Source: an optimization exercise on an open RTL-to-GDS flow (aim: small area and a short achievable clock period). Production flows keep margins and buffers that such runs may drop. The RTL was checked by simulation tests, not by an equivalence proof against the original design.

==> flow/design.v, too long to show whole: its modules and the start of the top module <==
// module nes_cpu: 3639 lines
module nes_cpu(clk, b_rst, b_nmi, b_irq, data_in, addr, r_bw, data_out);
  // ...
==> flow/run.sh <==
#!/bin/bash
# synth_recipe.tcl (not shown) runs the flow's synth.tcl, then flattens the netlist and writes it again
# the make line also repeats each setting of config.mk as NAME=value (left out here)
make -C /OpenROAD-flow-scripts/flow DESIGN_CONFIG=/design/flow/config.mk WORK_HOME=/design/flow/orfs CLKGATE_MAP_FILE= SYNTH_SCRIPT=/design/flow/synth_recipe.tcl finish
==> flow/config.mk <==
export PLATFORM = sky130hd
export DESIGN_NAME = nes_cpu
export DESIGN_NICKNAME = nes_cpu
export VERILOG_FILES = /design/flow/design.v
export SDC_FILE = /design/flow/constraint.sdc
export NUM_CORES = 4
export LEC_CHECK = 0
export ABC_AREA = 1
export CAP_MARGIN = 20
export CORE_MARGIN = 2
export CORE_UTILIZATION = 40
export SETUP_SLACK_MARGIN = 5
export SLEW_MARGIN = 20
export TNS_END_PERCENT = 5
==> flow/constraint.sdc <==
create_clock -name core_clock -period 12.0 [get_ports {clk}]
set_input_delay 2.4000 -clock core_clock [delete_from_list [all_inputs] [get_ports {clk}]]
set_output_delay 2.4000 -clock core_clock [all_outputs]
set_load 0.01 [all_outputs]
==> insert_results.sql, run 1 <==
INSERT INTO impl_metrics (metric_group, metric, value, unit) VALUES
('status', 'outcome', 'finished clean', ''),
('finish', 'areaGrowthSynthToFinish', '14.0', '%'),
('cts', 'path_clk_slew', '0.07', 'ns'),
('setup_path', 'setup.worst_path.end', 'addr[14]', ''),
('synth', 'synthMuxAreaShare', '0.282', '%'),
('global_route', 'met1_usage', '43.4', '%'),
('synth', 'synth_compound_area_share', '18.4', '%'),
('setup_path', 'cp_num_cells', '30', ''),
('synth', 'yosysMostFrequentCell', 'sky130_fd_sc_hd__nand2_1', ''),
('routing', 'route.met3.wl', '3.41', 'mm'),
('synth', 'synth_enable_flop_cells', '0', ''),
('placed_design', 'preCtsSetupSlack', '4.31', 'ns'),
('cts', 'cts.path.max_buffers', '2', ''),
('setup_path', 'timing.critical_path.fanout_max', '6', ''),
('flow_run', 'cap_violations', '0', ''),
('setup_path', 'worst_setup_path_startpoint', 'ALU_OpB_reg_0_$_DFFE_PN0P_', ''),
('synth', 'syn_area', '12000', 'um^2'),
('routing', 'vias_per_cell', '5.77', ''),
('sta', 'timing.setup.tns', '0', 'ns'),
('synth', 'postSynthNetCount', '1808', ''),
('setup_path', 'reg2reg_depth', '52', ''),
('finish', 'multiInputGateArea', '6770', 'um^2'),
('floorplanning', 'tapcell.inserted', '390', ''),
('cts', 'cts_resized', '14', ''),
('floorplanning', 'die-height', '177', 'um'),
('sta', 'drv_slew', '0', '');
==> inputs of run 2 (changes only) <==
--- a/flow/config.mk
+++ b/flow/config.mk
@@ -12,3 +12,2 @@
 export SETUP_SLACK_MARGIN = 5
 export SLEW_MARGIN = 20
-export TNS_END_PERCENT = 5
==> insert_results.sql, run 2 <==
INSERT INTO impl_metrics (metric_group, metric, value, unit) VALUES
('sta', 'max_slew_margin', '22.7', '%'),
('global_route', 'number_of_antenna_violations_at_the_first_check_in_global_routing', '0', ''),
('sta', 'timing.setup.tns', '0', 'ns'),
('finish', 'mostFrequentLayoutCell', 'sky130_fd_sc_hd__nand2_1', ''),
('global_route', 'pin_count_of_the_biggest_net_entering_global_routing', '82', ''),
('sta', 'finalSetupViolations', '0', ''),
('synth', 'postSynthNetCount', '1808', ''),
('finish', 'areaGrowthSynthToFinish', '17.3', '%'),
('sta', 'fmax', '0.143', 'GHz'),
('cts', 'htreeDepth', '4', ''),
('placed_design', 'detail_placement_hpwl', '40.6', 'mm'),
('synth', 'synth.lib_cells_used.distinct', '64', ''),
('routing', 'detail_route.iter0.violations', '1480', ''),
('cts', 'cts.path.max_buffers', '2', ''),
('routing', 'detail-route-antenna-nets', '0', ''),
('floorplanning', 'design.portCount', '37', ''),
('cts', 'cts-buffers-inserted', '17', ''),
('synth', 'postSynthRegisterBits', '168', ''),
('setup_path', 'r2r_slack', '5.21', 'ns'),
('floorplanning', 'fp.dieArea', '31300', 'um^2'),
('finish', 'final_cell_count_no_fill', '2227', ''),
('status', 'outcome', 'finished clean', ''),
('routing', 'vias_per_cell', '5.78', ''),
('sta', 'final_critical_path_share_of_the_clock_period', '58.2', '%'),
('synth', 'synth_top_family_by_area', 'simple AND/OR/NAND/NOR gates', ''),
('setup_path', 'setup.worst_path.end', 'addr[2]', ''),
('synth', 'synth_enable_flop_cells', '0', ''),
('setup_path', 'timing.critical_path.fanout_max', '10', ''),
('synth', 'portion_of_the_post_synthesis_area_used_by_sequential_elements', '34.3', '%'),
('placed_design', 'preCtsSetupSlack', '4.31', 'ns'),
('synth', 'synth.top_cells.by_count', '435 x sky130_fd_sc_hd__nand2_1, 265 x sky130_fd_sc_hd__inv_1, 200 x sky130_fd_sc_hd__o21ai_0', ''),
('sta', 'worst_pin_slew', '1.14', 'ns'),
('global_route', 'vias_in_the_first_global_route', '12200', ''),
('floorplanning', 'floorplan.initialDensity', '40.5', '%'),
('setup_path', 'timing.setup.critical_path_class', 'register to output pin', ''),
('synth', 'share_of_synthesized_cell_area_in_full_adder_half_adder_and_majority_cells', '3.77', '%'),
('setup_path', 'end_kind', 'output pin', ''),
('finish', 'final_net_count', '1872', ''),
('synth', 'post-synth-top-area-cell', 'sky130_fd_sc_hd__dfrtp_1', ''),
('synth', 'syn_area', '12000', 'um^2'),
('cts', 'cts_tree', 'yes', ''),
('synth', 'netlist_instances', '1760', ''),
('min_path', 'hold_path_class', 'register to register', ''),
('routing', 'num_vias', '12900', ''),
('synth', 'post_synth_xor_area_fraction', '0.282', '%'),
('synth', 'synth-async-reset-ratio', '85.7', '%'),
('cts', 'clock_sinks', '168', ''),
('cts', 'path_clk_slew', '0.08', 'ns'),
('sta', 'clock-skew-final', '0.0163', 'ns'),
('synth', 'area_share_of_the_largest_cell_type_after_synthesis', '26.4', '%'),
('synth', 'synth-simple-area-share', '32.7', '%'),
('synth', 'yosys_warnings', '1', ''),
('routing', 'drt_pass1_iterations', '5', ''),
('placed_design', 'gp_congestion', '1.00', ''),
('floorplanning', 'die_width', '177', 'um'),
('synth', 'yosysMostFrequentCell', 'sky130_fd_sc_hd__nand2_1', ''),
('floorplanning', 'die-height', '177', 'um'),
('synth', 'synth_area_leaders', 'sky130_fd_sc_hd__dfrtp_1 26%, sky130_fd_sc_hd__nand2_1 14%, sky130_fd_sc_hd__o21ai_0 8.4%, sky130_fd_sc_hd__inv_1 8.3%, sky130_fd_sc_hd__nor2_1 5.0%', ''),
('setup_path', 'worst_setup_path_start_kind', 'register', ''),
('finish', 'layout_common_cells', '419 x sky130_fd_sc_hd__nand2_1, 259 x sky130_fd_sc_hd__inv_1, 190 x sky130_fd_sc_hd__o21ai_0', ''),
('synth', 'syn_avg_cell_area', '6.80', 'um^2'),
('setup_path', 'max_stage_delay', '0.43', 'ns'),
('routing', 'remaining_drc_errors', '0', ''),
('synth', 'synthMuxAreaShare', '0.282', '%'),
('finish', 'layout.filler_cells', '3055', ''),
('setup_path', 'worstPathRequired', '9.60', 'ns'),
('setup_path', 'critical_path.reg2reg.endpoint', 'CPU_DP_I0_DP_PCH[7]$_DFFE_PN0P_', ''),
('routing', 'drt-total-wl', '51.2', 'mm'),
('placed_design', 'place.detailed.instances', '2161', ''),
('sta', 'drv_slew', '0', ''),
('sta', 'final_worst_path_period_need', '6.98', 'ns'),
('synth', 'synth_compound_area_share', '18.4', '%'),
('setup_path', 'cp.arrival', '4.58', 'ns'),
('setup_path', 'crit_path_frequent_cell', 'sky130_fd_sc_hd__nand2_2', ''),
('flow_run', 'cap_violations', '0', ''),
('setup_path', 'worst_reg2reg_path_startpoint', 'CU_CtlGen_I0_cq_CinUseC$_DFF_PN0_', ''),
('cts', 'clock_latency', '0.45', 'ns'),
('sta', 'grt_setup_unrepaired', 'yes', ''),
('global_route', 'grt_first_pass_wirelength', '76.0', 'mm'),
('setup_path', 'reg2reg_depth', '53', ''),
('floorplanning', 'row_count', '63', ''),
('routing', 'routed_wire_length_per_instance', '23.0', 'um'),
('global_route', 'grt.overflow.total', '0', ''),
('sta', 'worst_case_setup_margin_in_the_final_layout', '5.02', 'ns'),
('finish', 'diodes', '0', ''),
('finish', 'drive_gt1_share', '13.4', '%'),
('cts', 'clk_root_buffer_cell', 'sky130_fd_sc_hd__clkbuf_16', ''),
('floorplanning', 'core-area', '29600', 'um^2'),
('synth', 'ys.flop_type', 'sky130_fd_sc_hd__dfrtp_1', ''),
('sta', 'finalHoldViolCount', '0', ''),
('setup_path', 'slowest_stage_cell_on_the_critical_path', 'sky130_fd_sc_hd__dfrtp_2', ''),
('global_route', 'globalRouteTotalUtil', '32.7', '%'),
('placed_design', 'io_buffer_count', '36', ''),
('setup_path', 'worst_setup_path_startpoint', 'CPU_DP_I0_DP_CFlg$_DFFE_PN0P_', '');
run 2: changes by cell type in the layout (fill, tap and decap cells not counted), moves of 6 or more:
cell and change:
sky130_fd_sc_hd__clkdlybuf4s50_1 -13, sky130_fd_sc_hd__ha_4 +13, sky130_fd_sc_hd__dlygate4sd2_1 +6, sky130_fd_sc_hd__dlymetal6s2s_1 +7
sky130_fd_sc_hd__nand2_1 -7, sky130_fd_sc_hd__ha_1 -13, sky130_fd_sc_hd__buf_4 +9
run 2: per-stage QoR:
stage	hold WS [ns]	cell area, um^2	util [%]
6_report	0.463	14000	47.5
5_1_grt	0.480	14000	47.5
4_1_cts	0.465	13500	45.6
3_5_place_dp	0.448	12700	43.0
3_3_place_gp	0.440	12700	43.0
2_1_floorplan	0.434	12000	-
run 2: critical path: cells and delay by family (launching register included):
family / cells / cell delay (ns)
adders and majority gates: 3 / 0.48
buffers and inverters: 8 / 0.91
DFF: 1 / 0.43
and+or+nand+nor: 17 / 1.73
AOI/OAI and AO/OA: 3 / 0.54
run 2: worst min-delay path by stage:
stage                                          to  slack [ns]  cells past startpoint                              start
2_1_floorplan  CU_CtlGen_I0_CU_bIRQ_Flg$_DFF_PN1_        0.43                      1  CU_CtlGen_I0_CU_bIRQ_SD$_DFF_PN1_
3_3_place_gp   CU_CtlGen_I0_CU_bIRQ_Flg$_DFF_PN1_        0.44                      1  CU_CtlGen_I0_CU_bIRQ_SD$_DFF_PN1_
3_5_place_dp   CU_CtlGen_I0_CU_bIRQ_Flg$_DFF_PN1_        0.45                      1  CU_CtlGen_I0_CU_bIRQ_SD$_DFF_PN1_
4_1_cts        CU_CtlGen_I0_CU_bIRQ_Flg$_DFF_PN1_        0.47                      1  CU_CtlGen_I0_CU_bIRQ_SD$_DFF_PN1_
5_1_grt        CU_CtlGen_I0_CU_bIRQ_Flg$_DFF_PN1_        0.48                      1  CU_CtlGen_I0_CU_bIRQ_SD$_DFF_PN1_
6_report       CU_CtlGen_I0_CU_bIRQ_Flg$_DFF_PN1_        0.46                      1  CU_CtlGen_I0_CU_bIRQ_SD$_DFF_PN1_
run 2: logic make-up after synthesis:
family | count (synthesis)
flip-flops | 168
multiplexers | 3
buffers and inverters | 314
adder cells (fa/ha/maj) | 36
AO/OA/AOI/OAI | 378
AND/OR/NAND/NOR | 858
XOR/XNOR | 3
run 2: final cells by class:
type / count / area [um^2] / area share [%]
Clock buffer: 19 / 464 / 3.31
Sequential cell: 168 / 4110 / 29.3
Clock inverter: 13 / 143 / 1.02
Tap cell: 390 / 488 / 3.48
Inverter: 282 / 1080 / 7.67
Multi-Input combinational cell: 1278 / 7040 / 50.2
Timing Repair Buffer: 77 / 706 / 5.03
run 2: per-layer routing:
metal  vias up  share of wire (%)  GRT usage (%)
met5         -                  0              0
met4         0                5.4           16.8
met3       153                6.7           3.93
met2       638                 45           52.0
met1      6112                 43           43.7
li1       5978                  -              -
run 2: timing repair:
action / in CTS / in global routing
resized for setup: 28 / 99
endpoints found under the setup margin: 24 / 30
buffers inserted: 14 / 20
pin swaps: 7 / 36
hold buffers: 0 / 0
==> inputs of run 3 (changes only) <==
--- a/flow/config.mk
+++ b/flow/config.mk
@@ -10,4 +10,6 @@
 export CORE_MARGIN = 2
 export CORE_UTILIZATION = 40
+export CTS_BUF_LIST = sky130_fd_sc_hd__clkbuf_8
+export CTS_CLUSTER_SIZE = 30
 export SETUP_SLACK_MARGIN = 5
 export SLEW_MARGIN = 20
==> insert_results.sql, run 3 <==
INSERT INTO impl_metrics (metric_group, metric, value, unit) VALUES
('status', 'outcome', 'finished clean', ''),
('finish', 'sequential_cell_area', '4110', 'um^2'),
('setup_path', 'slowest_stage_cell_on_the_critical_path', 'sky130_fd_sc_hd__dfrtp_2', ''),
('cts', 'clock_sinks', '168', ''),
('routing', 'drt_pass1_iterations', '9', ''),
('cts', 'cts.path.max_buffers', '2', ''),
('routing', 'detail-route-antenna-nets', '0', ''),
('cts', 'post_cts_hold_buffer_count', '0', ''),
('synth', 'yosysMostFrequentCell', 'sky130_fd_sc_hd__nand2_1', ''),
('sta', 'worst_case_setup_margin_in_the_final_layout', '4.99', 'ns'),
('synth', 'portion_of_the_post_synthesis_area_used_by_sequential_elements', '34.3', '%'),
('synth', 'netlist_instances', '1760', ''),
('setup_path', 'cp.arrival', '7.44', 'ns'),
('synth', 'synth-async-reset-ratio', '85.7', '%'),
('finish', 'final_net_count', '1884', ''),
('synth', 'yosys_warnings', '1', ''),
('sta', 'final_critical_path_share_of_the_clock_period', '58.4', '%'),
('synth', 'postSynthNetCount', '1808', ''),
('floorplanning', 'die_width', '177', 'um'),
('global_route', 'grt_first_pass_wirelength', '76.1', 'mm'),
('routing', 'routed_wire_length_per_instance', '23.0', 'um'),
('synth', 'syn_area', '12000', 'um^2'),
('sta', 'timing.setup.tns', '0', 'ns'),
('finish', 'areaGrowthSynthToFinish', '16.0', '%'),
('floorplanning', 'row_count', '63', ''),
('placed_design', 'gp_congestion', '1.00', ''),
('placed_design', 'place.detailed.instances', '2161', ''),
('min_path', 'holdPathEnd', 'CU_CtlGen_I0_CU_bIRQ_Flg$_DFF_PN1_', ''),
('setup_path', 'crit_path_frequent_cell', 'sky130_fd_sc_hd__ha_2', ''),
('sta', 'final_worst_path_period_need', '7.01', 'ns'),
('setup_path', 'worst_setup_path_start_kind', 'register', ''),
('sta', 'drv_slew', '0', ''),
('global_route', 'number_of_antenna_violations_at_the_first_check_in_global_routing', '0', ''),
('placed_design', 'io_buffer_count', '36', ''),
('synth', 'post-synth-top-area-cell', 'sky130_fd_sc_hd__dfrtp_1', ''),
('synth', 'area_share_of_the_largest_cell_type_after_synthesis', '26.4', '%'),
('min_path', 'hold_path_class', 'register to register', ''),
('cts', 'clk_root_buffer_cell', 'sky130_fd_sc_hd__clkbuf_8', ''),
('finish', 'final_cell_count_no_fill', '2239', ''),
('finish', 'multiInputGateArea', '7010', 'um^2'),
('synth', 'synth_area_leaders', 'sky130_fd_sc_hd__dfrtp_1 26%, sky130_fd_sc_hd__nand2_1 14%, sky130_fd_sc_hd__o21ai_0 8.4%, sky130_fd_sc_hd__inv_1 8.3%, sky130_fd_sc_hd__nor2_1 5.0%', ''),
('cts', 'cts_tree', 'yes', ''),
('synth', 'synth.top_cells.by_count', '435 x sky130_fd_sc_hd__nand2_1, 265 x sky130_fd_sc_hd__inv_1, 200 x sky130_fd_sc_hd__o21ai_0', ''),
('setup_path', 'worst_reg2reg_path_startpoint', 'CPU_DP_I0_DP_CFlg$_DFFE_PN0P_', ''),
('min_path', 'worst_hold_startpoint', 'CU_CtlGen_I0_CU_bIRQ_SD$_DFF_PN1_', ''),
('global_route', 'grt.overflow.total', '0', ''),
('placed_design', 'detail_placement_hpwl', '40.6', 'mm'),
('floorplanning', 'design.portCount', '37', ''),
('placed_design', 'preCtsSetupSlack', '4.31', 'ns'),
('setup_path', 'r2r_slack', '4.99', 'ns'),
('synth', 'postSynthRegisterBits', '168', ''),
('setup_path', 'timing.critical_path.fanout_max', '5', ''),
('cts', 'cts-buffers-inserted', '17', ''),
('synth', 'synth_enable_flop_cells', '0', ''),
('cts', 'clock_latency', '0.50', 'ns'),
('floorplanning', 'floorplan.initialDensity', '40.5', '%'),
('setup_path', 'end_kind', 'register', ''),
('sta', 'clock-skew-final', '0.0240', 'ns'),
('synth', 'syn_avg_cell_area', '6.80', 'um^2'),
('finish', 'mostFrequentLayoutCell', 'sky130_fd_sc_hd__nand2_1', ''),
('finish', 'layout.filler_cells', '3078', ''),
('finish', 'diodes', '0', ''),
('floorplanning', 'fp.dieArea', '31300', 'um^2'),
('synth', 'synth.lib_cells_used.distinct', '64', ''),
('sta', 'finalHoldViolCount', '0', ''),
('setup_path', 'critical_path.reg2reg.endpoint', 'CPU_DP_I0_DP_PCH[7]$_DFFE_PN0P_', ''),
('sta', 'finalSetupViolations', '0', ''),
('setup_path', 'timing.setup.critical_path_class', 'register to register', ''),
('flow_run', 'cap_violations', '0', ''),
('setup_path', 'reg2reg_depth', '52', ''),
('cts', 'htreeDepth', '4', ''),
('routing', 'vias_per_cell', '5.81', ''),
('finish', 'drive_gt1_share', '14.9', '%'),
('synth', 'ys.flop_type', 'sky130_fd_sc_hd__dfrtp_1', ''),
('global_route', 'pin_count_of_the_biggest_net_entering_global_routing', '82', ''),
('routing', 'num_vias', '13000', ''),
('floorplanning', 'core-area', '29600', 'um^2'),
('sta', 'max_slew_margin', '26.8', '%'),
('global_route', 'globalRouteTotalUtil', '32.7', '%'),
('min_path', 'holdPathStages', '1', ''),
('routing', 'remaining_drc_errors', '0', ''),
('finish', 'layout_common_cells', '416 x sky130_fd_sc_hd__nand2_1, 260 x sky130_fd_sc_hd__inv_1, 182 x sky130_fd_sc_hd__o21ai_0', ''),
('routing', 'detail_route.iter0.violations', '1497', ''),
('routing', 'drt-total-wl', '51.6', 'mm'),
('sta', 'grt_setup_unrepaired', 'yes', ''),
('setup_path', 'worstPathRequired', '12.43', 'ns'),
('setup_path', 'max_stage_delay', '0.41', 'ns'),
('global_route', 'vias_in_the_first_global_route', '12200', ''),
('sta', 'worst_pin_slew', '1.08', 'ns'),
('floorplanning', 'die-height', '177', 'um'),
('sta', 'fmax', '0.143', 'GHz'),
('cts', 'path_clk_slew', '0.11', 'ns');
[run 3: cell counts after synthesis]
No cell type changed its count.
[run 3: metal layers]
metal  part of all wire (%)  routed length, um  GRT usage [%]
met1                     43              22000           43.8
met2                     45              23400           51.6
met3                    6.3               3230           4.12
met4                    5.6               2900           17.2
met5                      0                  0              0
[run 3: repair_timing]
item | in CTS | in global routing
gates cloned | 0 | 0
gates resized for setup | 39 | 135
setup buffers | 18 | 27
hold endpoints to repair | 0 | 0
endpoints found under the setup margin | 25 | 31
pin swaps | 8 | 35
[run 3: logic make-up after synthesis]
| kind of cell | after synthesis | share of synthesized area, % |
|---|---|---|
| DFF | 168 | 34.3 |
| buffers and inverters | 314 | 10.3 |
| muxes | 3 | 0.282 |
| adders and majority gates | 36 | 3.77 |
| and+or+nand+nor | 858 | 32.7 |
| AOI/OAI and AO/OA | 378 | 18.4 |
| xor gates and xnor gates | 3 | 0.282 |
[run 3: metrics by stage]
stage                     cell area [um^2]  utilization, %  hold WS [ns]
after global placement               12700            43.0         0.440
final                                13900            46.9         0.471
after global routing                 13900            46.9         0.488
after floorplan                      12000               -         0.434
after detailed placement             12700            43.0         0.448
after CTS                            13300            45.1         0.473
[run 3: how the worst max path moves through the flow]
stage	start	to	slack (ns)	cells after the start
final	CPU_DP_I0_DP_CFlg$_DFFE_PN0P_	CPU_DP_I0_DP_PCH[7]$_DFFE_PN0P_	4.99	52
after global routing	CU_CtlGen_I0_cq_CinUseC$_DFF_PN0_	CPU_DP_I0_DP_PCH[7]$_DFFE_PN0P_	4.67	52
after CTS	CPU_DP_I0_DP_CFlg$_DFFE_PN0P_	CPU_DP_I0_DP_PCH[7]$_DFFE_PN0P_	4.90	54
after detailed placement	CPU_DP_I0_DP_CFlg$_DFFE_PN0P_	CPU_DP_I0_DP_PCH[7]$_DFFE_PN0P_	4.31	52
after global placement	CPU_DP_I0_DP_CFlg$_DFFE_PN0P_	CPU_DP_I0_DP_PCH[6]$_DFFE_PN0P_	4.55	52
after floorplan	CPU_DP_I0_DP_CFlg$_DFFE_PN0P_	CPU_DP_I0_DP_PCH[7]$_DFFE_PN0P_	5.18	52
[run 3: layout make-up]
| cell class | count | area share [%] |
|---|---|---|
| multi-input combinational | 1278 | 50.5 |
| sequential | 168 | 29.6 |
| inverter | 282 | 7.76 |
| timing repair buffer | 89 | 5.56 |
| tap | 390 | 3.52 |
| clock buffer | 18 | 1.79 |
| clock inverter | 14 | 1.24 |
[run 3: worst max-delay path: cells and delay by family (launching register included)]
family                     cells  cell delay, ns
adders and majority gates     17            2.76
AOI/OAI and AO/OA              5            0.76
xor gates and xnor gates       1            0.16
buffers and inverters         10            1.02
and+or+nand+nor               19            1.81
DFF                            1            0.41

what the ideal ports hide:
The results above use ideal ports. As a check the final layouts listed here were re-extracted and re-timed, cells and wires unchanged. Step 1, drivers: a clkbuf_16 drives clk and a buf_2 each remaining input, both assumed. Step 2 moves the port delays by t, midway between the first and last clock arrival at a register: inputs arrive t later, outputs are due t later. That takes back most of the time a late clock gives input paths. a / b / c = ideal / step 1 / step 2; a / b = the first two.
| run | t (ns) | setup slack, ns | worst setup path after step 2 |
|---|---|---|---|
| run 1 | 0.489 | 4.895 / 4.843 / 5.044 | register to register |
| run 2 | 0.493 | 5.020 / 4.970 / 5.208 | register to register |
| run 3 | 0.526 | 4.989 / 4.989 / 4.989 | register to register |
After both steps setup and hold are still met in every run listed.
